This design comes from an exercise in tuning for small area on the open sky130 flow, not from production work.
At most, simulation tests tie the RTL to the original design; equivalence was not proved.
No functional check of the RTL was part of runs 1 and 2.
No driver is modelled on the clock port, so clocking that relies on it looks cheaper here than on a real chip.
Power figures rest on the tool's default switching activity, not on a simulated workload.

==> design.v <==
`timescale 1ns/1ps
module top(
    input ck, reset,
    input start_button, reflex_button,
    output CA, CB, CC, CD, CE, CF, CG, DP,
    output led, block,
    output [7:0] AN
);
    localparam [3:0] S_IDLE = 4'd0, S_WR = 4'd1, S_T = 4'd2, S_CMP = 4'd3, S_LM = 4'd4;
    reg [3:0] st;
    reg [5:0] r6;        
    reg [9:0] ds;        
    reg [5:0] val;       
    reg [9:0] kl;        
    reg [1:0] err;       
    reg [3:0] cnt0, cnt1, cnt2, cnt3;
    reg [3:0] rec0, rec1, rec2, rec3;
    reg [3:0] rf;        
    reg [2:0] sel;
    reg ge;              
    wire in_idle = (st == S_IDLE);
    wire in_wr = (st == S_WR);
    wire in_t = (st == S_T);
    wire in_cmp = (st == S_CMP);
    wire in_lm = (st == S_LM);
    wire in_lock = st[3];
    wire [1:0] w = st[1:0];
    wire [15:0] k = {val, kl};
    wire k_fb = ~(k[15] ^ k[9] ^ k[3] ^ k[0]);
    wire lock_hit = (k[15:2] == 14'b11010011000000);
    wire ms_tick = in_t & k[10];
    wire wrap = ms_tick | lock_hit;
    wire lock_end = k[2];
    wire en_ds = (ds[8:0] == 9'd278);
    wire zero = ~|val;
    wire r6_top = r6[0] ^ (r6[5] | ~|r6[4:1]);
    wire val_fb = val[5] ^ (val[4] | ~|val[3:0]);
    wire [1:0] err_inc = {err[1] | err[0], err[1] | ~err[0]};
    wire eq = ({cnt3, cnt2, cnt1, cnt0} == {rec3, rec2, rec1, rec0});
    wire is_new = ~(ge | eq);
    wire clr_cnt = ~(in_t | in_cmp);
    reg [3:0] st_n;
    always @(*) begin
        if (in_lock) begin
            if (w == 2'd0) st_n = lock_end ? S_IDLE : st;
            else st_n = lock_hit ? {2'b10, w[1] & w[0], ~w[0]} : st;
        end else begin
            case (st)
                S_IDLE: st_n = start_button ? S_WR : S_IDLE;
                S_WR:   st_n = zero ? S_T : (reflex_button ? {2'b10, err_inc} : S_WR);
                S_T:    st_n = reflex_button ? S_CMP : S_T;
                S_CMP:  st_n = start_button ? (is_new ? S_LM : S_WR) : S_CMP;
                default: st_n = S_WR;
            endcase
        end
    end
    always @(posedge ck or posedge reset)
        if (reset) st <= S_IDLE;
        else st <= st_n;
    reg rf_fb;
    always @(*) begin
        case (rf)
            4'd0, 4'd2, 4'd5, 4'd11, 4'd7: rf_fb = 1'b1;
            4'd1, 4'd15, 4'd14, 4'd12, 4'd8: rf_fb = 1'b0;
            default: rf_fb = 1'bx;
        endcase
    end
    wire rf9 = rf[3] & ~rf[2] & ~rf[1];
    always @(posedge ck or posedge reset)
        if (reset) begin
            r6 <= 6'd0;
            ds <= 10'd556;
            err <= 2'd0;
            rf <= 4'd0;
            sel <= 3'd0;
        end else begin
            r6 <= {r6_top, r6[5:1]};
            ds <= {ds[8:0], ds[9] ^ ds[2] ^ en_ds};
            if (in_wr & ~zero & reflex_button) err <= err_inc;
            rf <= {rf[2:0], rf_fb};
            if (rf9) sel <= {sel[2] ^ (sel[1] & sel[0]), sel[1] ^ sel[0], ~sel[0]};
        end
    always @(posedge ck) begin
        if (in_wr) begin
            kl <= 10'd0;
            if (reflex_button) val <= 6'd0;
            else if (en_ds & ~zero) val <= {val[4:0], val_fb};
        end else if (in_t | in_lock) begin
            if (wrap) {val, kl} <= 16'd1;
            else {val, kl} <= {k[14:0], k_fb};
        end else begin
            val <= r6;
            kl <= 10'd0;
        end
    end
    function [3:0] inc10(input [3:0] d);
        inc10 = {(d[3] & ~d[0]) | (d[2] & d[1] & d[0]), d[2] ^ (d[1] & d[0]), (d[1] ^ d[0]) & ~d[3], ~d[0]};
    endfunction
    wire c0 = ms_tick & cnt0[3] & cnt0[0];
    wire c1 = c0 & cnt1[3] & cnt1[0];
    wire c2 = c1 & cnt2[3] & cnt2[0];
    wire c3 = c2 & cnt3[3] & cnt3[0];
    always @(posedge ck or posedge reset)
        if (reset) begin
            cnt0 <= 4'd9; cnt1 <= 4'd9; cnt2 <= 4'd9; cnt3 <= 4'd9;
        end else if (clr_cnt) begin
            cnt0 <= 4'd0; cnt1 <= 4'd0; cnt2 <= 4'd0; cnt3 <= 4'd0;
        end else begin
            if (ms_tick) cnt0 <= inc10(cnt0);
            if (c0) cnt1 <= inc10(cnt1);
            if (c1) cnt2 <= inc10(cnt2);
            if (c2) cnt3 <= inc10(cnt3);
        end
    always @(posedge ck)
        ge <= ~clr_cnt & ~c3 & (ge | eq);
    always @(posedge ck)
        if (in_lm | reset) begin
            rec0 <= cnt0; rec1 <= cnt1; rec2 <= cnt2; rec3 <= cnt3;
        end
    reg [3:0] dig;
    always @(*) begin
        case (sel)
            3'd0: dig = cnt0;
            3'd1: dig = cnt1;
            3'd2: dig = cnt2;
            3'd3: dig = cnt3;
            3'd4: dig = rec0;
            3'd5: dig = rec1;
            3'd6: dig = rec2;
            default: dig = rec3;
        endcase
    end
    reg [6:0] seg;
    always @(*) begin
        case (dig)
            4'd0: seg = 7'b0000001;
            4'd1: seg = 7'b1001111;
            4'd2: seg = 7'b0010010;
            4'd3: seg = 7'b0000110;
            4'd4: seg = 7'b1001100;
            4'd5: seg = 7'b0100100;
            4'd6: seg = 7'b0100000;
            4'd7: seg = 7'b0001111;
            4'd8: seg = 7'b0000000;
            4'd9: seg = 7'b0000100;
            default: seg = 7'bxxxxxxx;
        endcase
    end
    assign {CA, CB, CC, CD, CE, CF, CG} = seg;
    assign AN = ~(8'd1 << sel);
    assign DP = ~(sel[1] & sel[0]);
    assign led = in_t;
    assign block = in_lock;
endmodule
==> flow/run.sh <==
#!/bin/bash
# Standard ORFS layout (the standard.sh), with these changes:
#  - synthesis maps logic with an area-oriented ABC script (flow/abc_area.script);
#    everything else in synthesis, including register mapping, is the standard one
#  - port buffers use the smallest buffer cell
#  - clock tree synthesis arguments from flow/cts_args.txt (no dummy loads)
# Each step's full output goes to a log file in the work folder.
set -euo pipefail
W=$PWD
rm -rf "$W/myscripts"
cp -r "$FLOW_HOME/scripts" "$W/myscripts"
cp "$W/flow/abc_area.script" "$W/myscripts/abc_area.script"
SCRIPTS_DIR="$W/myscripts" bash "$W/standard.sh" synth > "$W/synth.log" 2>&1
export BUFFER_PORTS_ARGS="-buffer_cell sky130_fd_sc_hd__buf_1"
export CTS_ARGS="$(cat "$W/flow/cts_args.txt")"
bash "$W/standard.sh" > "$W/layout.log" 2>&1
==> flow/abc_area.script <==
strash
dc2
balance -l
resub -K 6 -l
rewrite -l
resub -K 6 -N 2 -l
refactor -l
resub -K 8 -l
balance -l
resub -K 8 -N 2 -l
rewrite -l
resub -K 10 -l
rewrite -z -l
resub -K 10 -N 2 -l
balance -l
resub -K 12 -l
refactor -z -l
resub -K 12 -N 2 -l
rewrite -z -l
balance -l
dch -f
amap
topo
==> flow/cts_args.txt <==
-sink_clustering_enable -repair_clock_nets -buf_list sky130_fd_sc_hd__clkbuf_8 -dont_use_dummy_load
==> standard.sh <==
#!/bin/bash
# synth_recipe.tcl (not shown) runs the flow's synth.tcl, then flattens the netlist and writes it again
# the make line also repeats each setting of config.mk as NAME=value (left out here)
make -C /OpenROAD-flow-scripts/flow DESIGN_CONFIG=/design/flow/config.mk WORK_HOME=/design/flow/orfs CLKGATE_MAP_FILE= SYNTH_SCRIPT=/design/flow/synth_recipe.tcl "${@:-finish}"
==> config.mk <==
export PLATFORM = sky130hd
export DESIGN_NAME = top
export DESIGN_NICKNAME = top
export VERILOG_FILES = /design/flow/design.v
export SDC_FILE = /design/flow/constraint.sdc
export NUM_CORES = 4
export LEC_CHECK = 0
export ABC_AREA = 1
export CAP_MARGIN = 20
export CORE_MARGIN = 2
export CORE_UTILIZATION = 40
export SLEW_MARGIN = 20
==> constraint.sdc <==
create_clock -name core_clock -period 10.0 [get_ports {ck}]
set_input_delay 2.0000 -clock core_clock [delete_from_list [all_inputs] [get_ports {ck}]]
set_output_delay 2.0000 -clock core_clock [all_outputs]
set_load 0.01 [all_outputs]
==> out/results.md, run 1 <==
• 10.05 um^2 — Mean Syn Cell Area
• 1 — number of synthesis warnings
• 78 — Seq cells post-synth
• 2 — number of buffers on the longest clock path
• 57.16% — sequential-to-total area share from yosys stat
• 18.31 ps — clock skew after layout
• nor4_1 — slowest stage cell, crit path
• 483 — instance count after placement with tap cells included
• 98.04 um — Chip Width
• 61 x clkinv_1, 45 x nor2_1, 33 x dfrtp_1 — most used cells in the layout excluding fill and tap cells
• clkbuf_8 — clock root buffer
• st[3]$_DFF_PP0_ — worst flop-to-flop path startpoint
• 12.72 mm — wire length of the first global-routing pass
• 243.7 uW — net load switching power
• 3 — H-tree levels
• 1282 um^2 — multi-input gate area in the final layout
• 51.75% — Period Utilization, post-route
• 0.001460 uW — static leakage
• done — CTS tree
• 352 — post-synthesis instance total
• false — RSZ-0062 raised after global routing
• 16.79% — overall global routing resource usage
• 0 — total grt overflow
• 5710 ps — flop-to-flop setup slack
• 195.7 nW/um^2 — pwr dens
• adder cells — top cell family by delay on the critical path
• 54.41% — headroom to the max-slew limit
• 2022 um^2 — register cell area after layout
• 0 — antenna diode instance count
• 0 — count of hold-fix buffers inserted at cts
• 22 — total I/O pin count
• 0.9288 — Final GP Congestion
• cnt3[3]$_DFFE_PP1P_ — RR Endpoint
• clkinv_1 — commonest non-fill, non-tap cell in the layout
• 23.3% — proportion of power drawn by the clock network
• 4 — iteration count of the initial detailed-routing pass
• 0 — Max Slew Vio Count
• 23.4% — Gate power share
• 53.3% — share of total power in sequential cells
• 8000 ps — Crit path required time
• 3180 ps — endpoint arrival time on the critical path
• ds[0]$_DFF_PP0_ — startpoint of the worst hold path
• 0 ps — Setup Total Neg Slack
• 23.35% — Yosys top cell area share
• 371 — syn_nets
• register to output pin — start-to-end type of the worst setup path
• ha_1 > ha_1 > nor4_1 > clkinv_1 > o21ai_0 > clkinv_1 > ha_1 > o21ai_0 > nor2_1 > buf_1 — cell-by-cell trace of the critical path
• 480 ps — maximum cell stage delay along the critical path
• 34 — count of standard-cell rows
• 0 — count of cells resized by post-cts repair
• 2696 — Via Count
• 45.04% — Layout Utilization
• 2566 — vias in the first global route
• 0 — Final Hold Violating Endpoints
• 6.250% — fraction of layout instances using a drive strength above 1
• 517.6 uW — Power Internal
• 5.663 mm — DP HPWL
• 98.04 um — height of the die
• 0 — Min-Delay Path Depth
• dfrtp_1 — predominant post-synthesis flop cell
• ds[1]$_DFF_PP0_ — Hold Path End
• 22 — Post-synth EDFFs
• 8636 um^2 — core region area
• 829 — FILL cells
• dfrtp_1 23%, edfxtp_1 19%, dfstp_2 8.9% — Synth area leaders
• 682.2 ps — slew at the pin closest to its max-slew limit
• 0 — number of setup buffers added after CTS
• register — startpoint kind of the worst setup timing path
• 32.01% — switching share of power
• 4 — highest fanout seen on the critical path
• 38 — unique cell type count in the Yosys netlist
• 9 — TritonCTS Buffers
• 9.975% — relative area change from synthesis to final layout
• 0 — antenna violations before repair
• 127 — initial detailed-routing violation count
• 78 — clock net sink count
• 5.480 — detailed-route vias per instance
• 492 — final non-filler cell total
• dfrtp_1 — dominant cell type by area after synthesis
• 405 — count of nets after finishing
• 40.96% — Starting Density
• 350 ps — clk latency of the worst-skew pair
• 17 — Register-to-Register Path Depth
• ha_1 — most used cell, CP
• 0 — number of DRC violations after detailed routing
• 5175 ps — shortest clock period the worst path allows after layout
• 57.69% — Post-synth ARST share
• 21 — count of input and output buffers
• 0 — post-detailed-route count of antenna-violating nets
• 0 — number of setup violations in the final report
• 70 ps — CTS clock-pin slew for the worst setup and hold paths
• 15.16 um — average detailed-routed wire length per instance
• register to register — Hold WC Path Type
• no timing/DRC/antenna violations — run status
• 3 — buffers plus inverters on the worst setup path
• 0 — number of max-cap violations
• 0.1932 GHz — peak clock frequency supported by timing
• 47 — largest net degree at the start of global routing
• 3537 um^2 — netlist area before placement
• 7.460 mm — final wirelength
• 9611 um^2 — Die Area
• output pin — Crit. End Element
• 0.09340 mV — VDD IR max
## registers in the layout (all words and copies together), names as in the netlist, 6 cells and up
signal	count
ds	10
kl	10
r6	6
val	6
## worst max path at each step
| stage | startpoint | to | slack [ps] | depth (start not counted) |
|---|---|---|---|---|
| 4_1_cts | sel[0]$_DFFE_PP0P_ | CA | 4790 | 10 |
| 3_5_place_dp | sel[0]$_DFFE_PP0P_ | CA | 5190 | 10 |
| 5_1_grt | sel[0]$_DFFE_PP0P_ | CA | 4390 | 10 |
| 3_3_place_gp | sel[0]$_DFFE_PP0P_ | CA | 5270 | 10 |
| 6_report | sel[0]$_DFFE_PP0P_ | CA | 4820 | 10 |
| 2_1_floorplan | sel[0]$_DFFE_PP0P_ | CF | 5500 | 8 |
## per-stage QoR
stage	area [um^2]	hold WS [ps]	setup WS (ps)	power, uW
after floorplan	3537	345.4	5504	535.1
after global placement	3766	354.2	5274	586.7
after detailed placement	3766	357.7	5189	591.0
after CTS	3890	370.7	4792	769.8
after global routing	3890	378.9	4388	814.4
final	3890	368.8	4825	761.4
## layer usage
layer / GRT usage (%) / part of all wire (%) / routed length (um)
met1: 23.07 / 48 / 3611
met4: 5.769 / 2.0 / 146
met3: 5.655 / 4.7 / 354
met2: 25.03 / 45 / 3349
met5: 0 / 0 / 0
## cell usage after synthesis (2+ instances only)
master,instances
clkinv_1,62
nor2_1,45
dfrtp_1,33
nand2_1,24
o22ai_1,23
edfxtp_1,22
a21oi_1,17
ha_1,15
o21ai_0,14
dfstp_2,12
dfxtp_1,11
nor3_1,10
a32o_1,7
nor2b_1,7
nor4_1,6
nand3_1,5
a311oi_1,4
a211oi_1,3
and3_1,3
o221ai_1,3
o32ai_1,3
a31oi_1,2
a32oi_1,2
nand4b_1,2
o31ai_1,2
or2_0,2
or4_1,2
## final cells by class
cell class	instances	area share (%)
Sequential cell	78	51.98
Multi-Input combinational cell	212	32.97
Inverter	62	5.983
Tap cell	108	3.474
Clock buffer	9	3.184
Timing Repair Buffer	23	2.412
## cell families after synthesis
family / count (synthesis) / synth area share (%)
adders and majority gates: 15 / 5.306
and+or+nand+nor: 107 / 13.72
AOI/OAI and AO/OA: 90 / 17.23
buffers and inverters: 62 / 6.579
DFF: 78 / 57.16
## power by group through the flow
stage,clock [uW],combinational [uW],sequential (uW)
2_1_floorplan,0,133,402
3_3_place_gp,0,176,410
3_5_place_dp,0,180,411
4_1_cts,184,180,406
5_1_grt,200,204,411
6_report,177,178,406
==> run 2: changes to the inputs <==
==> flow/cts_args.txt (replaced) <==
-sink_clustering_enable -repair_clock_nets -buf_list sky130_fd_sc_hd__clkbuf_4 -sink_clustering_size 8 -dont_use_dummy_load
==> run 2 against run 1 <==
  * Area after synthesis did not move
  * Wire length fell by 0.67%
  * Total power fell by 5.8%
  * Hold slack improved by 6.3 ps
  * Die area did not move
  * Cell area fell by 1.4%
  * Core utilization fell by 0.65 points
  * Non-clock buffer count did not move
  * Combinational power barely moved
  * Synthesized cell count did not move
  * Critical path type unchanged
  * Critical endpoint unchanged
  * Highest routed layer unchanged
==> out/results.md, run 2 <==
• 405 — count of nets after finishing
• 28.92 ps — clock skew after layout
• 0 — antenna diode instance count
• adder cells — top cell family by delay on the critical path
• ds: 10 flops, kl: 10 flops — top flop regs
• 187.0 nW/um^2 — pwr dens
• 10.05 um^2 — Mean Syn Cell Area
• dfrtp_1 — predominant post-synthesis flop cell
• 352 — post-synthesis instance total
• 492 — final non-filler cell total
• 62 x clkinv_1, 45 x nor2_1, 33 x dfrtp_1, 24 x nand2_1, 23 x o22ai_1 — top cell types by occurrence after synthesis
• 3 — H-tree levels
• 134 — initial detailed-routing violation count
• 8636 um^2 — core region area
• done — CTS tree
• 1 — number of synthesis warnings
• 9 — TritonCTS Buffers
• 78 — clock net sink count
• met2 — GR peak layer
• 16.53% — overall global routing resource usage
• 0 — count of cells resized by post-cts repair
• register to register — Hold WC Path Type
• 371 — syn_nets
• 0 ps — Setup Total Neg Slack
• 5189 ps — pre-CTS setup slack
• 7.410 mm — final wirelength
• nor4_1 — slowest stage cell, crit path
• 2683 — Via Count
• 3 — buffers plus inverters on the worst setup path
• 9611 um^2 — Die Area
• 238.0 uW — net load switching power
• 0.1913 GHz — peak clock frequency supported by timing
• 0.001437 uW — static leakage
• 56.6% — share of total power in sequential cells
• 23.35% — Yosys top cell area share
• 98.04 um — height of the die
• 110 ps — CTS clock-pin slew for the worst setup and hold paths
• 478.8 uW — Power Internal
• 40.96% — Starting Density
• 834 — FILL cells
• clkbuf_4 — clock root buffer
• 24.9% — Gate power share
• 4772 ps — post-layout worst setup margin
• 2022 um^2 — register cell area after layout
• 15.06 um — average detailed-routed wire length per instance
• 38 — unique cell type count in the Yosys netlist
• 0 — number of setup violations in the final report
• 4.581% — met3 track demand over resource
• 47 — largest net degree at the start of global routing
• false — RSZ-0062 raised after global routing
• 0 — Final Hold Violating Endpoints
• 18.6% — proportion of power drawn by the clock network
• 22 — Post-synth EDFFs
• 24.92% — GR Util met2
• 0 — number of setup buffers added after CTS
• 12.65 mm — wire length of the first global-routing pass
• 8000 ps — Crit path required time
• 410 ps — clk latency of the worst-skew pair
• register to output pin — start-to-end type of the worst setup path
• 0.09027 mV — VDD IR max
• 61 x clkinv_1, 45 x nor2_1, 33 x dfrtp_1 — most used cells in the layout excluding fill and tap cells
• 2 — number of buffers on the longest clock path
• clkinv_1 — cell with the most instances after synthesis
• 54.10% — headroom to the max-slew limit
• 0 — post-detailed-route count of antenna-violating nets
• 5.663 mm — DP HPWL
• 470 ps — maximum cell stage delay along the critical path
• ha_1 — most used cell, CP
• 0 — number of DRC violations after detailed routing
• 686.9 ps — slew at the pin closest to its max-slew limit
• 3537 um^2 — netlist area before placement
• 2560 — vias in the first global route
• 4 — iteration count of the initial detailed-routing pass
• 78 — Seq cells post-synth
• 57.16% — sequential-to-total area share from yosys stat
• register — startpoint kind of the worst setup timing path
• 1282 um^2 — multi-input gate area in the final layout
• 5228 ps — shortest clock period the worst path allows after layout
• no timing/DRC/antenna violations — run status
• 44.39% — Layout Utilization
• ha_1 > ha_1 > nor4_1 > clkinv_1 > o21ai_0 > clkinv_1 > ha_1 > o21ai_0 > nor2_1 > buf_1 — cell-by-cell trace of the critical path
• 6.250% — fraction of layout instances using a drive strength above 1
• 3230 ps — endpoint arrival time on the critical path
• 21 — count of input and output buffers
• 0 — antenna violations before repair
• 23.07% — met1 demand-to-capacity share in global routing
• 52.28% — Period Utilization, post-route
• dfrtp_1 — dominant cell type by area after synthesis
• clkinv_1 — commonest non-fill, non-tap cell in the layout
• 4 — highest fanout seen on the critical path
• dfrtp_1 23%, edfxtp_1 19%, dfstp_2 8.9% — Synth area leaders
• 8.384% — relative area change from synthesis to final layout
• 98.04 um — Chip Width
• output pin — Crit. End Element
• 0 — total grt overflow
• 0.9288 — Final GP Congestion
• 0 — number of max-cap violations
• 22 — total I/O pin count
• 483 — instance count after placement with tap cells included
• 34 — count of standard-cell rows
• 33.21% — switching share of power
• 5.453 — detailed-route vias per instance
• 0 — Max Slew Vio Count
• 0 — count of hold-fix buffers inserted at cts
• 57.69% — Post-synth ARST share
-- run 2: cell counts after synthesis --
No cell type changed its count.
-- run 2: logic make-up after synthesis --
| kind of cell | count (synthesis) | share of synthesized area [%] |
|---|---|---|
| simple gates | 107 | 13.72 |
| compound gates | 90 | 17.23 |
| flops | 78 | 57.16 |
| buf+inv | 62 | 6.579 |
| fa+ha+maj | 15 | 5.306 |
-- run 2: area by class of cell --
class	count	area share [%]
Tap cell	108	3.525
Multi-Input combinational cell	212	33.45
Clock buffer	9	1.762
Inverter	62	6.070
Timing Repair Buffer	23	2.448
Sequential cell	78	52.74
-- run 2: path summary, 6_finish.rpt --
path                                          from             endpoint  slack [ps]  cells past startpoint
worst max-delay path            sel[0]$_DFFE_PP0P_                   CA        4770                     10
min in group asynchronous                    reset    st[2]$_DFFE_PP0P_        1710                      3
worst min register to register     ds[0]$_DFF_PP0_      ds[1]$_DFF_PP0_         380                      0
worst min-delay path               ds[0]$_DFF_PP0_      ds[1]$_DFF_PP0_         380                      0
max in group asynchronous                    reset  cnt3[3]$_DFFE_PP1P_        7880                      3
worst max register to register     st[3]$_DFF_PP0_  cnt3[3]$_DFFE_PP1P_        5710                     17
-- run 2: metal layers --
layer	share of wire [%]	vias to the layer above
li1	-	1330
met1	49	1290
met2	45	55
met3	4.7	8
met4	1.6	0
met5	0	-
-- run 2: metrics by stage --
stage	area (um^2)	total power (uW)	hold slack [ps]
finish	3834	716.8	375.1
global route	3834	767.0	386.2
CTS	3834	724.7	377.5
detailed placement	3766	591.0	357.7
global placement	3766	586.7	354.2
floorplan	3537	535.1	345.4
-- run 2: power groups by stage --
stage / Sequential (uW) / Combinational [uW] / Clock [uW]
2_1_floorplan: 402 / 133 / 0
3_3_place_gp: 410 / 176 / 0
3_5_place_dp: 411 / 180 / 0
4_1_cts: 405 / 180 / 140
5_1_grt: 410 / 204 / 152
6_report: 405 / 178 / 133
==> run 3: changes to the inputs <==
--- a/design.v
+++ b/design.v
@@ -14,6 +14,8 @@
     reg [9:0] kl;        
     reg [1:0] err;       
-    reg [3:0] cnt0, cnt1, cnt2, cnt3;
-    reg [3:0] rec0, rec1, rec2, rec3;
+    reg [3:0] ncnt0, ncnt1, ncnt2, ncnt3;
+    reg [3:0] nrec0, nrec1, nrec2, nrec3;
+    wire [3:0] cnt0 = ~ncnt0, cnt1 = ~ncnt1, cnt2 = ~ncnt2, cnt3 = ~ncnt3;
+    wire [3:0] rec0 = ~nrec0, rec1 = ~nrec1, rec2 = ~nrec2, rec3 = ~nrec3;
     reg [3:0] rf;        
     reg [2:0] sel;
@@ -103,12 +105,12 @@
     always @(posedge ck or posedge reset)
         if (reset) begin
-            cnt0 <= 4'd9; cnt1 <= 4'd9; cnt2 <= 4'd9; cnt3 <= 4'd9;
+            ncnt0 <= ~4'd9; ncnt1 <= ~4'd9; ncnt2 <= ~4'd9; ncnt3 <= ~4'd9;
         end else if (clr_cnt) begin
-            cnt0 <= 4'd0; cnt1 <= 4'd0; cnt2 <= 4'd0; cnt3 <= 4'd0;
+            ncnt0 <= ~4'd0; ncnt1 <= ~4'd0; ncnt2 <= ~4'd0; ncnt3 <= ~4'd0;
         end else begin
-            if (ms_tick) cnt0 <= inc10(cnt0);
-            if (c0) cnt1 <= inc10(cnt1);
-            if (c1) cnt2 <= inc10(cnt2);
-            if (c2) cnt3 <= inc10(cnt3);
+            if (ms_tick) ncnt0 <= ~inc10(cnt0);
+            if (c0) ncnt1 <= ~inc10(cnt1);
+            if (c1) ncnt2 <= ~inc10(cnt2);
+            if (c2) ncnt3 <= ~inc10(cnt3);
         end
     always @(posedge ck)
@@ -116,5 +118,5 @@
     always @(posedge ck)
         if (in_lm | reset) begin
-            rec0 <= cnt0; rec1 <= cnt1; rec2 <= cnt2; rec3 <= cnt3;
+            nrec0 <= ncnt0; nrec1 <= ncnt1; nrec2 <= ncnt2; nrec3 <= ncnt3;
         end
     reg [3:0] dig;
--- a/flow/abc_area.script
+++ b/flow/abc_area.script
@@ -19,5 +19,7 @@
 rewrite -z -l
 balance -l
-dch -f
-amap
+&get -n
+&dch -f
+&nf -p -R 1000
+&put
 topo
==> flow/cts_args.txt (replaced) <==
-sink_clustering_enable -repair_clock_nets -buf_list sky130_fd_sc_hd__clkbuf_4 -sink_clustering_size 6 -dont_use_dummy_load
==> run 3 against run 2 <==
  * Still clean on timing, DRC and antenna
  * Flip-flop and latch count unchanged
  * Cell count is 5.9% lower
  * Sequential share of layout area grew 0.91 points
  * Sequential power fell by 2%
  * Global-route usage fell by 0.85 points
  * Clock skew up 11 ps
  * Count of clock-buffer cells in the layout unchanged
  * Non-clock buffer count decreased by 1
  * Core utilization fell by 0.54 points
  * Combinational power down 62%
  * Cell area shrank 1.7%
  * Largest power group unchanged
==> out/results.md, run 3 <==
• no timing/DRC/antenna violations — run status
• 0 — antenna violations before repair
• 58.11% — sequential-to-total area share from yosys stat
• 34 — count of standard-cell rows
• register — startpoint kind of the worst setup timing path
• dfrtp_1 — predominant post-synthesis flop cell
• 97.27 um — Chip Width
• 410 ps — clk latency of the worst-skew pair
• 2 — buffers plus inverters on the worst setup path
• 11.85 mm — wire length of the first global-routing pass
• st[3]$_DFF_PP0_ — worst flop-to-flop path startpoint
• 2480 — Via Count
• 0.9138 — Final GP Congestion
• ha_1 > ha_1 > nor4_1 > a21oi_1 > o221ai_1 > nor3_1 > a21oi_1 > clkinv_1 > ha_1 > o21ai_0 > nor2_1 > buf_1 — cell-by-cell trace of the critical path
• ds[9]$_DFF_PP1_ — Hold Path End
• false — RSZ-0062 raised after global routing
• 720 ps — maximum cell stage delay along the critical path
• 0 ps — Setup Total Neg Slack
• 376 — count of nets after finishing
• 10.74 um^2 — Mean Syn Cell Area
• 92 — initial detailed-routing violation count
• 38 x nand2_1, 33 x dfrtp_1, 26 x nor2_1 — most used cells in the layout excluding fill and tap cells
• 0 — number of setup buffers added after CTS
• 9 — TritonCTS Buffers
• 23.73% — Yosys top cell area share
• 3 — H-tree levels
• dfrtp_1 24%, edfxtp_1 19%, dfstp_2 9.1% — Synth area leaders
• register to register — Hold WC Path Type
• 97.27 um — height of the die
• 0 — antenna diode instance count
• 100 ps — CTS clock-pin slew for the worst setup and hold paths
• 0 — total grt overflow
• sel[0]$_DFFE_PP0P_ — CP startpoint
• 0.001414 uW — static leakage
• 2 — number of buffers on the longest clock path
• 0 — number of setup violations in the final report
• 882.4 ps — slew at the pin closest to its max-slew limit
• 0.1116 mV — VDD IR max
• 594.0 uW — overall power of the completed layout
• 2430 — vias in the first global route
• 5.356 — detailed-route vias per instance
• dfrtp_1 — dominant cell type by area after synthesis
• ds[8]$_DFF_PP0_ — startpoint of the worst hold path
• 0 — count of hold-fix buffers inserted at cts
• 12 — Register-to-Register Path Depth
• 5.153 mm — DP HPWL
• ds: 10 flops, kl: 10 flops — top flop regs
• 4 — iteration count of the initial detailed-routing pass
• simple AND/OR/NAND/NOR gates — top cell family by delay on the critical path
• 1 — number of synthesis warnings
• 39 — unique cell type count in the Yosys netlist
• 343 — syn_nets
• 8000 ps — Crit path required time
• 324 — post-synthesis instance total
• nand2_1 — commonest non-fill, non-tap cell in the layout
• ha_1 — most used cell, CP
• 8593 um^2 — core region area
• clkbuf_4 — clock root buffer
• 463 — final non-filler cell total
• nand2_1 — cell with the most instances after synthesis
• 7.022 mm — final wirelength
• 39.82 ps — clock skew after layout
• 0 — Final Hold Violating Endpoints
• 54.36% — Period Utilization, post-route
• 0 — Max Slew Vio Count
• 0.1840 GHz — peak clock frequency supported by timing
• 57.69% — Post-synth ARST share
• 8.306% — relative area change from synthesis to final layout
• 38 x nand2_1, 33 x dfrtp_1, 26 x nor2_1, 25 x clkinv_1, 22 x edfxtp_1 — top cell types by occurrence after synthesis
• 5436 ps — shortest clock period the worst path allows after layout
• ge$_DFF_P_ — RR Endpoint
• 0 — number of max-cap violations
• 0 — Min-Delay Path Depth
• 22 — Post-synth EDFFs
• 3440 ps — endpoint arrival time on the critical path
• 6 — highest fanout seen on the critical path
• register to output pin — start-to-end type of the worst setup path
• done — CTS tree
• output pin — Crit. End Element
• 22 — total I/O pin count
• 15.17 um — average detailed-routed wire length per instance
• 6.197% — fraction of layout instances using a drive strength above 1
• 0 — post-detailed-route count of antenna-violating nets
• 47 — largest net degree at the start of global routing
• 21 — count of input and output buffers
• 15.68% — overall global routing resource usage
• 6780 ps — flop-to-flop setup slack
• 40.72% — headroom to the max-slew limit
• 454 — instance count after placement with tap cells included
• 0 — count of cells resized by post-cts repair
• 3480 um^2 — netlist area before placement
• 0 — number of DRC violations after detailed routing
• nor4_1 — slowest stage cell, crit path
• 78 — clock net sink count
• 78 — Seq cells post-synth
• 381.6 ps — hold slack final
• 9461 um^2 — Die Area
• 40.49% — Starting Density
• 157.6 nW/um^2 — pwr dens
-- run 3: area by class of cell --
| cell class | count | area (um^2) |
|---|---|---|
| Clock buffer | 9 | 67.56 |
| Sequential cell | 78 | 2022 |
| Fill cell | 840 | 4825 |
| Timing Repair Buffer | 22 | 86.33 |
| Multi-Input combinational cell | 221 | 1364 |
| Inverter | 25 | 93.84 |
| Tap cell | 108 | 135.1 |
-- run 3: worst max-delay path by stage --
| stage | slack (ps) | cells after the start | end |
|---|---|---|---|
| 2_1_floorplan | 5420 | 11 | CA |
| 3_3_place_gp | 5110 | 12 | CA |
| 3_5_place_dp | 5000 | 12 | CA |
| 4_1_cts | 4550 | 12 | CA |
| 5_1_grt | 4180 | 12 | CA |
| 6_report | 4560 | 12 | CA |
-- run 3: logic make-up after synthesis --
group | synth area share [%]
AND/OR/NAND/NOR | 15.61
flip-flops | 58.11
AO/OA/AOI/OAI | 13.13
buffers and inverters | 2.697
XOR/XNOR | 4.782
adder cells (fa/ha/maj) | 5.394
multiplexers | 0.2877
-- run 3: layer usage --
metal / vias to the layer above / part of all wire (%) / GRT usage, % / routed length, um
li1: 1221 / - / - / -
met1: 1189 / 46 / 19.70 / 3231
met2: 63 / 48 / 25.96 / 3368
met3: 7 / 5.0 / 5.755 / 350
met4: 0 / 1.0 / 3.739 / 72
met5: - / 0 / 0 / 0
-- run 3: where the power goes --
part	internal, uW	switching (uW)
clock	42.0	90.2
sequential	369	26.0
combinational	38.2	28.9
total	449	145
-- run 3: per-stage QoR --
step	utilization (%)	instance area (um^2)	worst slack [ps]
after floorplan	-	3480	5423
after global placement	43.07	3701	5108
after detailed placement	43.07	3701	4996
after CTS	43.86	3769	4547
after global routing	43.86	3769	4184
final	43.86	3769	4564
-- run 3: worst reg2reg max path, stage by stage (launching register included) --
cell     delay (ps)
dfrtp_1         460
nor2_1          240
nand2_1         300
nor2_1          380
nand2_1         170
nor3_1          390
nand2_1         200
nor2_1          240
nand2_1         170
nor2_1          220
nand2_1         140
o21ai_0         170
nor2_1           60
==> run 4: changes to the inputs <==
==> flow/cts_args.txt (replaced) <==
-sink_clustering_enable -repair_clock_nets -buf_list sky130_fd_sc_hd__clkbuf_8 -sink_clustering_size 20 -dont_use_dummy_load
==> run 4 against run 3 <==
  * Synthesized cell count stayed put
  * Cell area is 1.5% higher
  * Critical path depth stayed put
  * Largest power group unchanged
==> out/results.md, run 4 <==
• 23.73% — Yosys top cell area share
• 5363 ps — shortest clock period the worst path allows after layout
• simple AND/OR/NAND/NOR gates — top cell family by delay on the critical path
• ha_1 > ha_1 > nor4_1 > a21oi_1 > o221ai_1 > nor3_1 > a21oi_1 > clkinv_1 > ha_1 > o21ai_0 > nor2_1 > buf_1 — cell-by-cell trace of the critical path
• 0 — Min-Delay Path Depth
• 2 — number of buffers on the longest clock path
• 8000 ps — Crit path required time
• st[3]$_DFF_PP0_ — worst flop-to-flop path startpoint
• 454 — instance count after placement with tap cells included
• 39 — unique cell type count in the Yosys netlist
• done — CTS tree
• 2 — buffers plus inverters on the worst setup path
• 0 — antenna diode instance count
• 66 — initial detailed-routing violation count
• 47 — largest net degree at the start of global routing
• 0.08723 mV — VDD IR max
• 0 — total grt overflow
• 3 — H-tree levels
• 22 — Post-synth EDFFs
• sel[0]$_DFFE_PP0P_ — CP startpoint
• dfrtp_1 — predominant post-synthesis flop cell
• 3360 ps — endpoint arrival time on the critical path
• 2450 — vias in the first global route
• 1 — number of synthesis warnings
• 97.27 um — height of the die
• 376 — count of nets after finishing
• ha_1 — most used cell, CP
• 0 — post-detailed-route count of antenna-violating nets
• 5.153 mm — DP HPWL
• 6 — highest fanout seen on the critical path
• 0 — number of setup violations in the final report
• output pin — Crit. End Element
• 15.64% — overall global routing resource usage
• 22 — total I/O pin count
• 42.38% — headroom to the max-slew limit
• nand2_1 — cell with the most instances after synthesis
• 0 — Max Slew Vio Count
• 0.9138 — Final GP Congestion
• 0 — count of hold-fix buffers inserted at cts
• 0 — Final Hold Violating Endpoints
• 857.7 ps — slew at the pin closest to its max-slew limit
• 9 — TritonCTS Buffers
• 3480 um^2 — netlist area before placement
• 0.1865 GHz — peak clock frequency supported by timing
• 97.27 um — Chip Width
• 0 — number of setup buffers added after CTS
• 27.80 ps — clock skew after layout
• 9.925% — relative area change from synthesis to final layout
• 11.84 mm — wire length of the first global-routing pass
• 5.335 — detailed-route vias per instance
• 12 — Register-to-Register Path Depth
• ds[0]$_DFF_PP0_ — startpoint of the worst hold path
• 324 — post-synthesis instance total
• 40.49% — Starting Density
• 2470 — Via Count
• 0 — antenna violations before repair
• 166.7 nW/um^2 — pwr dens
• dfrtp_1 — dominant cell type by area after synthesis
• register to output pin — start-to-end type of the worst setup path
• 8593 um^2 — core region area
• 58.11% — sequential-to-total area share from yosys stat
• register — startpoint kind of the worst setup timing path
• ds: 10 flops, kl: 10 flops — top flop regs
• 78 — clock net sink count
• 4 — iteration count of the initial detailed-routing pass
• 38 x nand2_1, 33 x dfrtp_1, 26 x nor2_1 — most used cells in the layout excluding fill and tap cells
• 78 — Seq cells post-synth
• dfrtp_1 24%, edfxtp_1 19%, dfstp_2 9.1% — Synth area leaders
• nor4_1 — slowest stage cell, crit path
• 15.06 um — average detailed-routed wire length per instance
• false — RSZ-0062 raised after global routing
• 463 — final non-filler cell total
• clkbuf_8 — clock root buffer
• 6.197% — fraction of layout instances using a drive strength above 1
• 53.63% — Period Utilization, post-route
• 38 x nand2_1, 33 x dfrtp_1, 26 x nor2_1, 25 x clkinv_1, 22 x edfxtp_1 — top cell types by occurrence after synthesis
• nand2_1 — commonest non-fill, non-tap cell in the layout
• 70 ps — CTS clock-pin slew for the worst setup and hold paths
• 21 — count of input and output buffers
• 9461 um^2 — Die Area
• 340 ps — clk latency of the worst-skew pair
• 0 — number of max-cap violations
• 0 — count of cells resized by post-cts repair
• 343 — syn_nets
• 6.974 mm — final wirelength
• 0 — number of DRC violations after detailed routing
• 10.74 um^2 — Mean Syn Cell Area
• 34 — count of standard-cell rows
• register to register — Hold WC Path Type
• 12 — path length in cells of the critical path
• no timing/DRC/antenna violations — run status
• 57.69% — Post-synth ARST share
• 720 ps — maximum cell stage delay along the critical path
• 0 ps — Setup Total Neg Slack
• 0.001437 uW — static leakage
## run 4: routing by layer
metal / part of all wire, % / track usage, % / up-vias
met4: 1.6 / 4.915 / 0
met2: 47 / 25.69 / 63
met1: 46 / 19.89 / 1178
met3: 4.9 / 4.892 / 16
li1: - / - / 1213
met5: 0 / 0 / -
## run 4: cell type report
cell class	count	area, um^2
Timing Repair Buffer	22	86.33
Sequential cell	78	2022
Fill cell	834	4768
Inverter	25	93.84
Multi-Input combinational cell	221	1364
Clock buffer	9	123.9
Tap cell	108	135.1
## run 4: kinds of logic (layout without fill, tap and decap cells)
| logic type | after synthesis | after routing | synth area share (%) |
|---|---|---|---|
| and+or+nand+nor | 112 | 112 | 15.61 |
| DFF | 78 | 78 | 58.11 |
| AOI/OAI and AO/OA | 74 | 74 | 13.13 |
| buffers and inverters | 25 | 56 | 2.697 |
| xor gates and xnor gates | 19 | 19 | 4.782 |
| adders and majority gates | 15 | 15 | 5.394 |
| muxes | 1 | 1 | 0.2877 |
## run 4: through the flow
stage                     total power, uW  hold slack, ps  setup slack (ps)  cell area [um^2]  utilization [%]
final                               637.8           372.1              4638              3825            44.51
after global routing                673.4           385.1              4283              3825            44.51
after CTS                           646.6           374.1              4634              3825            44.51
after detailed placement            468.4           350.4              4996              3701            43.07
after global placement              465.8           350.7              5108              3701            43.07
after floorplan                     449.3           345.4              5423              3480                -
## run 4: worst paths after layout
kind | to | slack, ps
worst max-delay path | CA | 4640
worst min-delay path | ds[1]$_DFF_PP0_ | 370
worst max register to register | ge$_DFF_P_ | 6780
worst min register to register | ds[1]$_DFF_PP0_ | 370
max in group asynchronous | ncnt1[3]$_DFFE_PP0P_ | 7820
min in group asynchronous | r6[0]$_DFF_PP0_ | 1780
## run 4: worst reg2reg max path, stage by stage, from the launching register on
cell and delay, ps:
dfrtp_1 450, nor2_1 240, nand2_1 300, nor2_1 380, nand2_1 170, nor3_1 390
nand2_1 190, nor2_1 240, nand2_1 170, nor2_1 220, nand2_1 140, o21ai_0 180
nor2_1 60
## run 4: report_power, final
part	internal [uW]	switching, uW	leakage, uW
sequential	369	25.8	0.000797
combinational	38.2	28.8	0.000575
clock	80.3	95.3	0.0000647
total	488	150	0.00144
==> run 5: changes to the inputs <==
==> flow/run.sh (replaced) <==
#!/bin/bash
# Standard ORFS layout (the standard.sh), with these changes:
#  - synthesis maps logic with an area-oriented ABC script (flow/abc_area.script) and
#    without the adder-cell extraction step (ADDER_MAP_FILE empty); register mapping and
#    everything else in synthesis is the standard one
#  - port buffers use the smallest buffer cell
#  - clock tree synthesis arguments from flow/cts_args.txt (no dummy loads)
# Each step's full output goes to a log file in the work folder.
set -euo pipefail
W=$PWD
rm -rf "$W/myscripts"
cp -r "$FLOW_HOME/scripts" "$W/myscripts"
cp "$W/flow/abc_area.script" "$W/myscripts/abc_area.script"
SCRIPTS_DIR="$W/myscripts" ADDER_MAP_FILE= bash "$W/standard.sh" synth > "$W/synth.log" 2>&1
export BUFFER_PORTS_ARGS="-buffer_cell sky130_fd_sc_hd__buf_1"
export CTS_ARGS="$(cat "$W/flow/cts_args.txt")"
bash "$W/standard.sh" > "$W/layout.log" 2>&1
==> run 5 against run 4 <==
  * Count of clock-buffer cells in the layout unchanged
  * Register-to-register slack got worse by 350 ps
  * Clock skew decreased by 8.7 ps
  * Critical endpoint is now CE
==> out/results.md, run 5 <==
• 0 — number of DRC violations after detailed routing
• 0.8961 — Final GP Congestion
• 63.8% — share of total power in sequential cells
• 340 ps — clk latency of the worst-skew pair
• 6.638 mm — final wirelength
• done — CTS tree
• clkbuf_8 — clock root buffer
• 44.96% — Layout Utilization
• 8093 um^2 — core region area
• 0 — count of hold-fix buffers inserted at cts
• 22 — total I/O pin count
• no timing/DRC/antenna violations — run status
• 1 — buffers plus inverters on the worst setup path
• 105.3 uW — net load switching power
• 94.79 um — height of the die
• register to output pin — start-to-end type of the worst setup path
• 9 — TritonCTS Buffers
• 335 — count of nets after finishing
• 0 — antenna diode instance count
• 298 — post-synthesis instance total
• register — startpoint kind of the worst setup timing path
• 0 — Final Hold Violating Endpoints
• or2_0 — most used cell, CP
• 78 — clock net sink count
• 45.89% — headroom to the max-slew limit
• 1 — number of synthesis warnings
• 11.06 um^2 — Mean Syn Cell Area
• 0 — Max Slew Vio Count
• 5.362 — detailed-route vias per instance
• 34.0% — proportion of power drawn by the clock network
• 22 — Post-synth EDFFs
• 21 — count of input and output buffers
• 61.33% — sequential-to-total area share from yosys stat
• 0.001270 uW — static leakage
• 40.74% — Starting Density
• 6.991% — fraction of layout instances using a drive strength above 1
• 434 — final non-filler cell total
• 3638 um^2 — final design instance area without fill
• 4839 ps — shortest clock period the worst path allows after layout
• 3297 um^2 — netlist area before placement
• 412.1 uW — Power Internal
• 302 — syn_nets
• 47 — largest net degree at the start of global routing
• 20.36% — switching share of power
• 25.05% — Yosys top cell area share
• 8984 um^2 — Die Area
• met4 — highest layer used for signal routing
• 15.29 um — average detailed-routed wire length per instance
• 43 — unique cell type count in the Yosys netlist
• 11 — highest fanout seen on the critical path
• 0.2067 GHz — peak clock frequency supported by timing
• 3.052 mm — detailed route wirelength on metal2
• 94.79 um — Chip Width
• 805 — FILL cells
• 10.96 mm — wire length of the first global-routing pass
• 0 — Min-Delay Path Depth
• 144 — initial detailed-routing violation count
• 80 ps — CTS clock-pin slew for the worst setup and hold paths
• 78 — Seq cells post-synth
• 142.2 nW/um^2 — pwr dens
• 2.2% — Gate power share
• 0 ps — Setup Total Neg Slack
• ds: 10 flops, kl: 10 flops — top flop regs
• 0 — count of cells resized by post-cts repair
• 16.12% — overall global routing resource usage
• register to register — Hold WC Path Type
• 48.39% — Period Utilization, post-route
• false — RSZ-0062 raised after global routing
• 57.69% — Post-synth ARST share
• 3 — H-tree levels
• 2247 — vias in the first global route
• 0.06974 mV — VDD IR max
• 2840 ps — endpoint arrival time on the critical path
• 2 — number of buffers on the longest clock path
• 8000 ps — Crit path required time
• 33 x dfrtp_1, 33 x nand2_1, 24 x nor2_1, 22 x edfxtp_1 — top cell types by occurrence after synthesis
• 803.2 ps — slew at the pin closest to its max-slew limit
• 33 — count of standard-cell rows
• 425 — instance count after placement with tap cells included
• simple AND/OR/NAND/NOR gates — top cell family by delay on the critical path
• dfrtp_1 25%, edfxtp_1 20%, dfstp_2 9.6% — Synth area leaders
• dfrtp_1 — predominant post-synthesis flop cell
• 10.36% — relative area change from synthesis to final layout
• 6430 ps — flop-to-flop setup slack
• output pin — Crit. End Element
• dfrtp_1 — slowest stage cell, crit path
• 3515 um^2 — placed instance area
• dfrtp_1 — dominant cell type by area after synthesis
• 19.13 ps — clock skew after layout
• 3.162 mm — met1 layer wirelength in the final routing
• 11 — Register-to-Register Path Depth
• 268 um — met3 routed wirelength
• 4 — iteration count of the initial detailed-routing pass
• 0 — number of setup violations in the final report
• 11 — path length in cells of the critical path
• 0 — total grt overflow
• 33 x nand2_1, 33 x dfrtp_1, 24 x nor2_1 — most used cells in the layout excluding fill and tap cells
• 0 — number of max-cap violations
• 0 — number of setup buffers added after CTS
• nand2_1 > or2_0 > o22ai_1 > nor2_1 > or3b_1 > o21ai_0 > a21oi_1 > a211oi_1 > nor2b_1 > or2_0 > buf_1 — cell-by-cell trace of the critical path
• 4.860 mm — DP HPWL
• 0 — antenna violations before repair
• 480 ps — maximum cell stage delay along the critical path
• 2327 — Via Count
• 0 — post-detailed-route count of antenna-violating nets
[run 5: changes by cell type after synthesis, sizes merged, moves of 3 or more]
cell    delta
xnor2      -3
or3b       +3
ha        -15
nor2b      +4
or2        +5
o22ai      +4
clkinv    -12
a21oi      -8
nand2      -5
[run 5: layer usage]
layer,track usage [%],vias up
met1,21.48,1113
met3,3.990,17
met5,0,-
met2,24.94,51
met4,7.246,0
li1,-,1146
[run 5: cell type report]
type                       count  area (um^2)  share of cell area, %
clock buffer                   9        123.9                  3.404
inverter                      13        48.80                  1.341
multi-input combinational    207         1226                  33.70
sequential                    78         2022                  55.57
tap                          105        131.4                  3.611
timing repair buffer          22        86.33                  2.373
[run 5: final timing paths]
kind | start | endpoint
max | sel[0]$_DFFE_PP0P_ | CE
max reg2reg | st[3]$_DFF_PP0_ | ncnt3[3]$_DFFE_PP0P_
max in group asynchronous | reset | ncnt2[2]$_DFFE_PP1P_
min in group asynchronous | reset | r6[2]$_DFF_PP0_
min | ds[6]$_DFF_PP0_ | ds[7]$_DFF_PP0_
min reg2reg | ds[6]$_DFF_PP0_ | ds[7]$_DFF_PP0_
[run 5: power by group through the flow]
stage	clock [uW]	sequential, uW	combinational [uW]
floorplan	0	336	7.97
global placement	0	336	11.7
detailed placement	0	336	12.0
CTS	182	330	12.0
global route	196	330	13.2
finish	176	330	11.5
[run 5: worst reg2reg max path, delay by kind of cell, from the launching register on]
| kind | cells | cell delay [ps] |
|---|---|---|
| simple gates | 10 | 2820 |
| flops | 1 | 460 |
| compound gates | 1 | 140 |
[run 5: stage by stage]
step	hold slack, ps	setup slack, ps	power (uW)
floorplan	345.4	5447	343.6
global placement	355.6	5611	348.0
detailed placement	358.9	5494	348.2
CTS	364.3	5107	524.0
global route	371.6	4810	539.4
finish	361.7	5161	517.4
[run 5: cells by family after synthesis]
| group | after synthesis | share of synthesized area (%) |
|---|---|---|
| buffers and inverters | 13 | 1.480 |
| flip-flops | 78 | 61.33 |
| AND/OR/NAND/NOR | 117 | 18.10 |
| AO/OA/AOI/OAI | 72 | 14.31 |
| XOR/XNOR | 18 | 4.782 |
==> run 6: changes to the inputs <==
--- a/design.v
+++ b/design.v
@@ -20,5 +20,4 @@
     reg [3:0] rf;        
     reg [2:0] sel;
-    reg ge;              
     wire in_idle = (st == S_IDLE);
     wire in_wr = (st == S_WR);
@@ -39,6 +38,13 @@
     wire val_fb = val[5] ^ (val[4] | ~|val[3:0]);
     wire [1:0] err_inc = {err[1] | err[0], err[1] | ~err[0]};
-    wire eq = ({cnt3, cnt2, cnt1, cnt0} == {rec3, rec2, rec1, rec0});
-    wire is_new = ~(ge | eq);
+    wire [15:0] ca = {cnt3, cnt2, cnt1, cnt0};
+    wire [15:0] cb = {rec3, rec2, rec1, rec0};
+    wire [16:0] bw;
+    assign bw[0] = 1'b0;
+    genvar gi;
+    generate for (gi = 0; gi < 16; gi = gi + 1) begin : g_cmp
+        assign bw[gi+1] = (~ca[gi] & cb[gi]) | (~ca[gi] & bw[gi]) | (cb[gi] & bw[gi]);
+    end endgenerate
+    wire is_new = bw[16];
     wire clr_cnt = ~(in_t | in_cmp);
     reg [3:0] st_n;
@@ -115,6 +121,4 @@
         end
     always @(posedge ck)
-        ge <= ~clr_cnt & ~c3 & (ge | eq);
-    always @(posedge ck)
         if (in_lm | reset) begin
             nrec0 <= ncnt0; nrec1 <= ncnt1; nrec2 <= ncnt2; nrec3 <= ncnt3;
--- a/flow/abc_area.script
+++ b/flow/abc_area.script
@@ -20,4 +20,5 @@
 balance -l
 &get -n
+&deepsyn -T 30
 &dch -f
 &nf -p -R 1000
==> flow/cts_args.txt (replaced) <==
-sink_clustering_enable -repair_clock_nets -buf_list sky130_fd_sc_hd__clkbuf_4 -dont_use_dummy_load
==> run 6 against run 5 <==
  * Largest cell class unchanged
  * Clock power shrank 24%
  * Highest routed layer unchanged
  * Critical path type unchanged
  * Critical path depth shrank 2
  * Maximum frequency shrank 6.4%
  * Die area shrank 1.1%
  * Sequential share of layout area grew 0.99 points
  * Count of clock-buffer cells in the layout is the same
  * Hold slack gained 21 ps
  * Still clean on timing, DRC and antenna
  * Register-to-register slack gained 380 ps
  * Synthesized cell count grew 1.0%
==> out/results.md, run 6 <==
• 0.9285 — Final GP Congestion
• 51.68% — Period Utilization, post-route
• 21 — count of input and output buffers
• 0 — post-detailed-route count of antenna-violating nets
• no timing/DRC/antenna violations — run status
• 110 ps — CTS clock-pin slew for the worst setup and hold paths
• 77 — Seq cells post-synth
• 758 — FILL cells
• ds: 10 flops, kl: 10 flops — top flop regs
• clkbuf_4 — clock root buffer
• 10.82 um^2 — Mean Syn Cell Area
• 7807 um^2 — core region area
• 22 — total I/O pin count
• simple AND/OR/NAND/NOR gates — top cell family by delay on the critical path
• dfrtp_1 — commonest non-fill, non-tap cell in the layout
• dfrtp_1 — dominant cell type by area after synthesis
• 22 — Post-synth EDFFs
• 0 — antenna diode instance count
• 110 — initial detailed-routing violation count
• 25.35% — Yosys top cell area share
• 0 — count of cells resized by post-cts repair
• done — CTS tree
• 58.44% — Post-synth ARST share
• 3 — H-tree levels
• 4 — iteration count of the initial detailed-routing pass
• 470.7 uW — overall power of the completed layout
• 9 — TritonCTS Buffers
• 5.442 — detailed-route vias per instance
• 620 ps — maximum cell stage delay along the critical path
• dfrtp_1 25%, edfxtp_1 20%, dfstp_2 9.7% — Synth area leaders
• 17.24% — overall global routing resource usage
• 6.795 mm — final wirelength
• 61.44% — sequential-to-total area share from yosys stat
• register — startpoint kind of the worst setup timing path
• 2373 — vias in the first global route
• 11 — highest fanout seen on the critical path
• 3170 ps — endpoint arrival time on the critical path
• 31.18 ps — clock skew after layout
• 94.25 um — Chip Width
• 0.001256 uW — static leakage
• false — RSZ-0062 raised after global routing
• 0 — number of DRC violations after detailed routing
• 40 — unique cell type count in the Yosys netlist
• 0 — Final Hold Violating Endpoints
• 338 — count of nets after finishing
• 6.928% — fraction of layout instances using a drive strength above 1
• 0 — Max Slew Vio Count
• 48.89% — headroom to the max-slew limit
• 33 x dfrtp_1, 29 x nor2_1, 27 x nand2_1 — most used cells in the layout excluding fill and tap cells
• 0 — number of max-cap violations
• 11.70 mm — wire length of the first global-routing pass
• nand2_1 > or2_0 > o22ai_1 > or4_1 > o21ai_0 > nor2b_1 > nor4_1 > or2_0 > buf_1 — cell-by-cell trace of the critical path
• 301 — post-synthesis instance total
• 94.25 um — height of the die
• 4.960 mm — DP HPWL
• 0 ps — Setup Total Neg Slack
• 3258 um^2 — netlist area before placement
• 8883 um^2 — Die Area
• 0.07216 mV — VDD IR max
• 0.1935 GHz — peak clock frequency supported by timing
• 1 — buffers plus inverters on the worst setup path
• 420 ps — clk latency of the worst-skew pair
• 758.6 ps — slew at the pin closest to its max-slew limit
• 305 — syn_nets
• 5168 ps — shortest clock period the worst path allows after layout
• 1 — number of synthesis warnings
• 2362 — Via Count
• or2_0 — most used cell, CP
• or4_1 — slowest stage cell, crit path
• 77 — clock net sink count
• 2 — number of buffers on the longest clock path
• 8000 ps — Crit path required time
• 33 x dfrtp_1, 29 x nor2_1, 27 x nand2_1 — top cell types by occurrence after synthesis
• register to register — Hold WC Path Type
• 41.73% — Starting Density
• 47 — largest net degree at the start of global routing
• 15.66 um — average detailed-routed wire length per instance
• 0 — count of hold-fix buffers inserted at cts
• dfrtp_1 — predominant post-synthesis flop cell
• 32 — count of standard-cell rows
• dfrtp_1 — cell with the most instances after synthesis
• 0 — number of setup buffers added after CTS
• 0 — number of setup violations in the final report
• 133.0 nW/um^2 — pwr dens
• register to output pin — start-to-end type of the worst setup path
• output pin — Crit. End Element
• 0 — total grt overflow
• 8.640% — relative area change from synthesis to final layout
• 0 — antenna violations before repair
[run 6: final cells by class]
type / instances / area [um^2] / share of cell area [%]
Clock buffer: 9 / 67.56 / 1.909
Inverter: 22 / 82.58 / 2.333
Multi-Input combinational cell: 202 / 1174 / 33.16
Sequential cell: 77 / 2002 / 56.56
Tap cell: 102 / 127.6 / 3.606
Timing Repair Buffer: 22 / 86.33 / 2.439
[run 6: cells by family (layout without fill, tap and decap cells)]
logic type / count (synthesis) / in the layout / synth area share, %
adder cells (fa/ha/maj): 1 / 1 / 0.3072
AND/OR/NAND/NOR: 109 / 109 / 16.86
XOR/XNOR: 8 / 8 / 2.151
buffers and inverters: 22 / 53 / 2.535
AO/OA/AOI/OAI: 84 / 84 / 16.71
flip-flops: 77 / 77 / 61.44
[run 6: layer usage]
layer	wire length (um)	part of all wire (%)	global-route usage, %	vias to the layer above
met5	0	0	0	-
met1	3240	48	23.46	1134
met2	3080	45	26.25	53
met3	373	5.5	5.859	11
li1	-	-	-	1164
met4	100	1.5	4.952	0
[run 6: metrics by stage]
step	instances	utilization (%)	setup slack [ps]	hold WS, ps	instance area [um^2]
after CTS	434	45.34	4829	385.9	3540
after floorplan	301	-	5273	345.4	3258
after global placement	425	44.47	5526	354.1	3472
final	434	45.34	4832	382.7	3540
after global routing	434	45.34	4588	391.0	3540
after detailed placement	425	44.47	5290	360.5	3472
[run 6: power breakdown]
group / total [uW] / internal (uW) / switching, uW
clock: 133 / 41.9 / 91.1
sequential: 326 / 324 / 1.51
combinational: 11.7 / 3.15 / 8.58
[run 6: worst register-to-register path: stages, from the launching register on]
cell and delay (ps):
dfrtp_1 470, nor2_1 240, nand2_1 270, nor2_1 330, nand2_1 270, nor2_1 200, nand3_1 270, nor3_1 400
nand2_1 180, nor2_1 150, nand2_1 120, a21oi_1 140, o21ai_0 100
[run 6: final timing paths]
kind                            depth (start not counted)  slack, ps                   end               start
worst max-delay path                                    9       4830                    CE  sel[0]$_DFFE_PP0P_
worst min-delay path                                    0        380       ds[3]$_DFF_PP1_     ds[2]$_DFF_PP1_
worst max register to register                         12       6810  ncnt3[2]$_DFFE_PP1P_     st[3]$_DFF_PP0_
worst min register to register                          0        380       ds[3]$_DFF_PP1_     ds[2]$_DFF_PP1_
max in group asynchronous                               3       7900  ncnt1[2]$_DFFE_PP1P_               reset
min in group asynchronous                               3       1690    err[1]$_DFFE_PP0P_               reset
==> run 7: changes to the inputs <==
--- a/flow/run.sh
+++ b/flow/run.sh
@@ -5,5 +5,6 @@
 #    everything else in synthesis is the standard one
 #  - port buffers use the smallest buffer cell
-#  - clock tree synthesis arguments from flow/cts_args.txt (no dummy loads)
+#  - clock tree synthesis arguments from flow/cts_args.txt (no dummy loads), then
+#    flow/post_cts.tcl upsizes the clock buffers whose clock pins see the most slew
 # Each step's full output goes to a log file in the work folder.
 set -euo pipefail
@@ -15,3 +16,4 @@
 export BUFFER_PORTS_ARGS="-buffer_cell sky130_fd_sc_hd__buf_1"
 export CTS_ARGS="$(cat "$W/flow/cts_args.txt")"
+export POST_CTS_TCL="$W/flow/post_cts.tcl"
 bash "$W/standard.sh" > "$W/layout.log" 2>&1
==> flow/post_cts.tcl (new file) <==
set_propagated_clock [all_clocks]
estimate_parasitics -placement
foreach inst [get_cells clkbuf_*] {
  if { [get_property $inst ref_name] ne "sky130_fd_sc_hd__clkbuf_4" } { continue }
  set out [get_pins -of_objects $inst -filter "direction == output"]
  set worst 0
  foreach p [get_pins -of_objects [get_nets -of_objects $out] -filter "direction == input"] {
    set s [get_property $p slew_max]
    if { $s > $worst } { set worst $s }
  }
  if { $worst > 0.105 } {
    puts "post_cts: upsizing [get_full_name $inst] (clock pin slew [format %.1f [expr {$worst * 1000}]] ps)"
    replace_cell $inst sky130_fd_sc_hd__clkbuf_8
  }
}
detailed_placement
estimate_parasitics -placement
==> run 7 against run 6 <==
  * Total power rose by 3.8%
  * Largest power group unchanged
  * Via count barely moved
  * Die area unchanged
  * Count of clock-buffer cells in the layout unchanged
  * Highest routed layer unchanged
==> out/results.md, run 7 <==
• 20.83% — switching share of power
• no timing/DRC/antenna violations — run status
• 0.9285 — Final GP Congestion
• 0 — Final Hold Violating Endpoints
• 49.23% — headroom to the max-slew limit
• 2364 — Via Count
• 5.447 — detailed-route vias per instance
• 4.960 mm — DP HPWL
• 305 — syn_nets
• 30.9% — proportion of power drawn by the clock network
• 0.1954 GHz — peak clock frequency supported by timing
• dfrtp_1 — predominant post-synthesis flop cell
• 0.001266 uW — static leakage
• 77 — Seq cells post-synth
• 47 — largest net degree at the start of global routing
• 40 — unique cell type count in the Yosys netlist
• 4 — iteration count of the initial detailed-routing pass
• 620 ps — maximum cell stage delay along the critical path
• 25.35% — Yosys top cell area share
• 58.44% — Post-synth ARST share
• 3120 ps — endpoint arrival time on the critical path
• 66.7% — share of total power in sequential cells
• 753.6 ps — slew at the pin closest to its max-slew limit
• 0 — number of DRC violations after detailed routing
• 301 — post-synthesis instance total
• 94.25 um — height of the die
• 3258 um^2 — netlist area before placement
• 33 x dfrtp_1, 29 x nor2_1, 27 x nand2_1 — top cell types by occurrence after synthesis
• 0 — antenna violations before repair
• ds: 10 flops, kl: 10 flops — top flop regs
• 0 — antenna diode instance count
• dfrtp_1 — commonest non-fill, non-tap cell in the layout
• 0 — number of setup violations in the final report
• 386.9 uW — Power Internal
• 94.25 um — Chip Width
• 100 ps — CTS clock-pin slew for the worst setup and hold paths
• 61.44% — sequential-to-total area share from yosys stat
• 434 — final non-filler cell total
• or4_1 — slowest stage cell, crit path
• 425 — instance count after placement with tap cells included
• 0 — number of max-cap violations
• dfrtp_1 — dominant cell type by area after synthesis
• 7807 um^2 — core region area
• 9.409% — relative area change from synthesis to final layout
• register — startpoint kind of the worst setup timing path
• simple AND/OR/NAND/NOR gates — top cell family by delay on the critical path
• 22 — Post-synth EDFFs
• output pin — Crit. End Element
• 5118 ps — shortest clock period the worst path allows after layout
• 15.70 um — average detailed-routed wire length per instance
• 41.73% — Starting Density
• 22 — total I/O pin count
• 8000 ps — Crit path required time
• 51.18% — Period Utilization, post-route
• dfrtp_1 — cell with the most instances after synthesis
• 6.928% — fraction of layout instances using a drive strength above 1
• or2_0 — most used cell, CP
• 6.814 mm — final wirelength
• 8883 um^2 — Die Area
• 25.39 ps — clock skew after layout
• 338 — count of nets after finishing
• 3472 um^2 — placed instance area
• 1 — buffers plus inverters on the worst setup path
• 0 — post-detailed-route count of antenna-violating nets
• 10.82 um^2 — Mean Syn Cell Area
• 17.30% — overall global routing resource usage
• 11.70 mm — wire length of the first global-routing pass
• register to register — Hold WC Path Type
• 3565 um^2 — final design instance area without fill
• nand2_1 > or2_0 > o22ai_1 > or4_1 > o21ai_0 > nor2b_1 > nor4_1 > or2_0 > buf_1 — cell-by-cell trace of the critical path
• 21 — count of input and output buffers
• dfrtp_1 25%, edfxtp_1 20%, dfstp_2 9.7% — Synth area leaders
• 77 — clock net sink count
• 93 — initial detailed-routing violation count
• 2.4% — Gate power share
• done — CTS tree
• 0.08243 mV — VDD IR max
• 32 — count of standard-cell rows
• false — RSZ-0062 raised after global routing
• register to output pin — start-to-end type of the worst setup path
• 33 x dfrtp_1, 29 x nor2_1, 27 x nand2_1 — most used cells in the layout excluding fill and tap cells
• 488.7 uW — overall power of the completed layout
• 0 — total grt overflow
• 0 ps — Setup Total Neg Slack
• 1 — number of synthesis warnings
• 101.8 uW — net load switching power
• 340 ps — clk latency of the worst-skew pair
• 2366 — vias in the first global route
• 11 — highest fanout seen on the critical path
• 0 — Max Slew Vio Count
• 137.1 nW/um^2 — pwr dens
run 7: power groups by stage:
stage               logic (uW)  registers (uW)  clock network [uW]
floorplan                 8.03             332                   0
global placement          11.9             332                   0
detailed placement        12.1             332                   0
global route              13.7             326                 172
finish                    11.7             326                 151
run 7: area by class of cell:
| type | instances | area (um^2) |
|---|---|---|
| inverter | 22 | 82.58 |
| tap | 102 | 127.6 |
| clock buffer | 9 | 92.59 |
| timing repair buffer | 22 | 86.33 |
| multi-input combinational | 202 | 1174 |
| sequential | 77 | 2002 |
| fill | 756 | 4243 |
run 7: metrics by stage:
stage               hold slack [ps]  worst slack, ps  util, %
finish                        367.4             4882    45.66
detailed placement            360.5             5290    44.47
global placement              354.1             5526    44.47
floorplan                     345.4             5273        -
global route                  388.6             4647    45.66
run 7: final timing paths:
path | startpoint | end | slack (ps) | cells after the start
min reg2reg | ds[0]$_DFF_PP0_ | ds[1]$_DFF_PP0_ | 370 | 0
min | ds[0]$_DFF_PP0_ | ds[1]$_DFF_PP0_ | 370 | 0
max reg2reg | st[3]$_DFF_PP0_ | ncnt3[2]$_DFFE_PP1P_ | 6740 | 12
max | sel[0]$_DFFE_PP0P_ | CE | 4880 | 9
max in group asynchronous | reset | ds[2]$_DFF_PP1_ | 7820 | 3
min in group asynchronous | reset | ncnt3[0]$_DFFE_PP0P_ | 1770 | 3
run 7: logic make-up after synthesis:
| logic type | share of synthesized area, % |
|---|---|
| buf+inv | 2.535 |
| compound gates | 16.71 |
| simple gates | 16.86 |
| flops | 61.44 |
| fa+ha+maj | 0.3072 |
| xor+xnor | 2.151 |
run 7: layer usage:
layer  GRT usage (%)  vias up  share of wire (%)
met5               0        -                  0
met1           23.46     1130                 48
met2           26.25       61                 46
met4           4.952        0               0.98
met3           6.100        6                5.1
li1                -     1167                  -

## port drivers added, routing unchanged
The results above use ideal ports. As a check the final layouts listed here were re-extracted and re-timed, cells and wires unchanged.
Step 1, drivers: a clkbuf_16 drives ck and a buf_2 each remaining input, both assumed.
Step 2 also shifts input and output timing later by t, the mid clock arrival at the registers, as if the neighbouring blocks saw the same clock.
a / b / c = ideal ports / drivers / drivers and shift; a / b = the first two.
run | t, ns | setup WS [ns] | worst data-port slew with drivers (ns) | pins driven straight from the clock port
run 1 | 0.372 | 4.825 / 4.794 / 5.167 | 0.03 | 1
run 2 | 0.427 | 4.772 / 4.743 / 5.171 | 0.03 | 1
run 3 | 0.415 | 4.564 / 4.537 / 4.952 | 0.03 | 1
run 4 | 0.355 | 4.638 / 4.608 / 4.963 | 0.03 | 1
run 5 | 0.356 | 5.161 / 5.135 / 5.491 | 0.03 | 1
run 6 | 0.428 | 4.832 / 4.803 / 5.232 | 0.03 | 1
run 7 | 0.356 | 4.882 / 4.851 / 5.207 | 0.03 | 1
After both steps setup and hold are still met in every run listed.
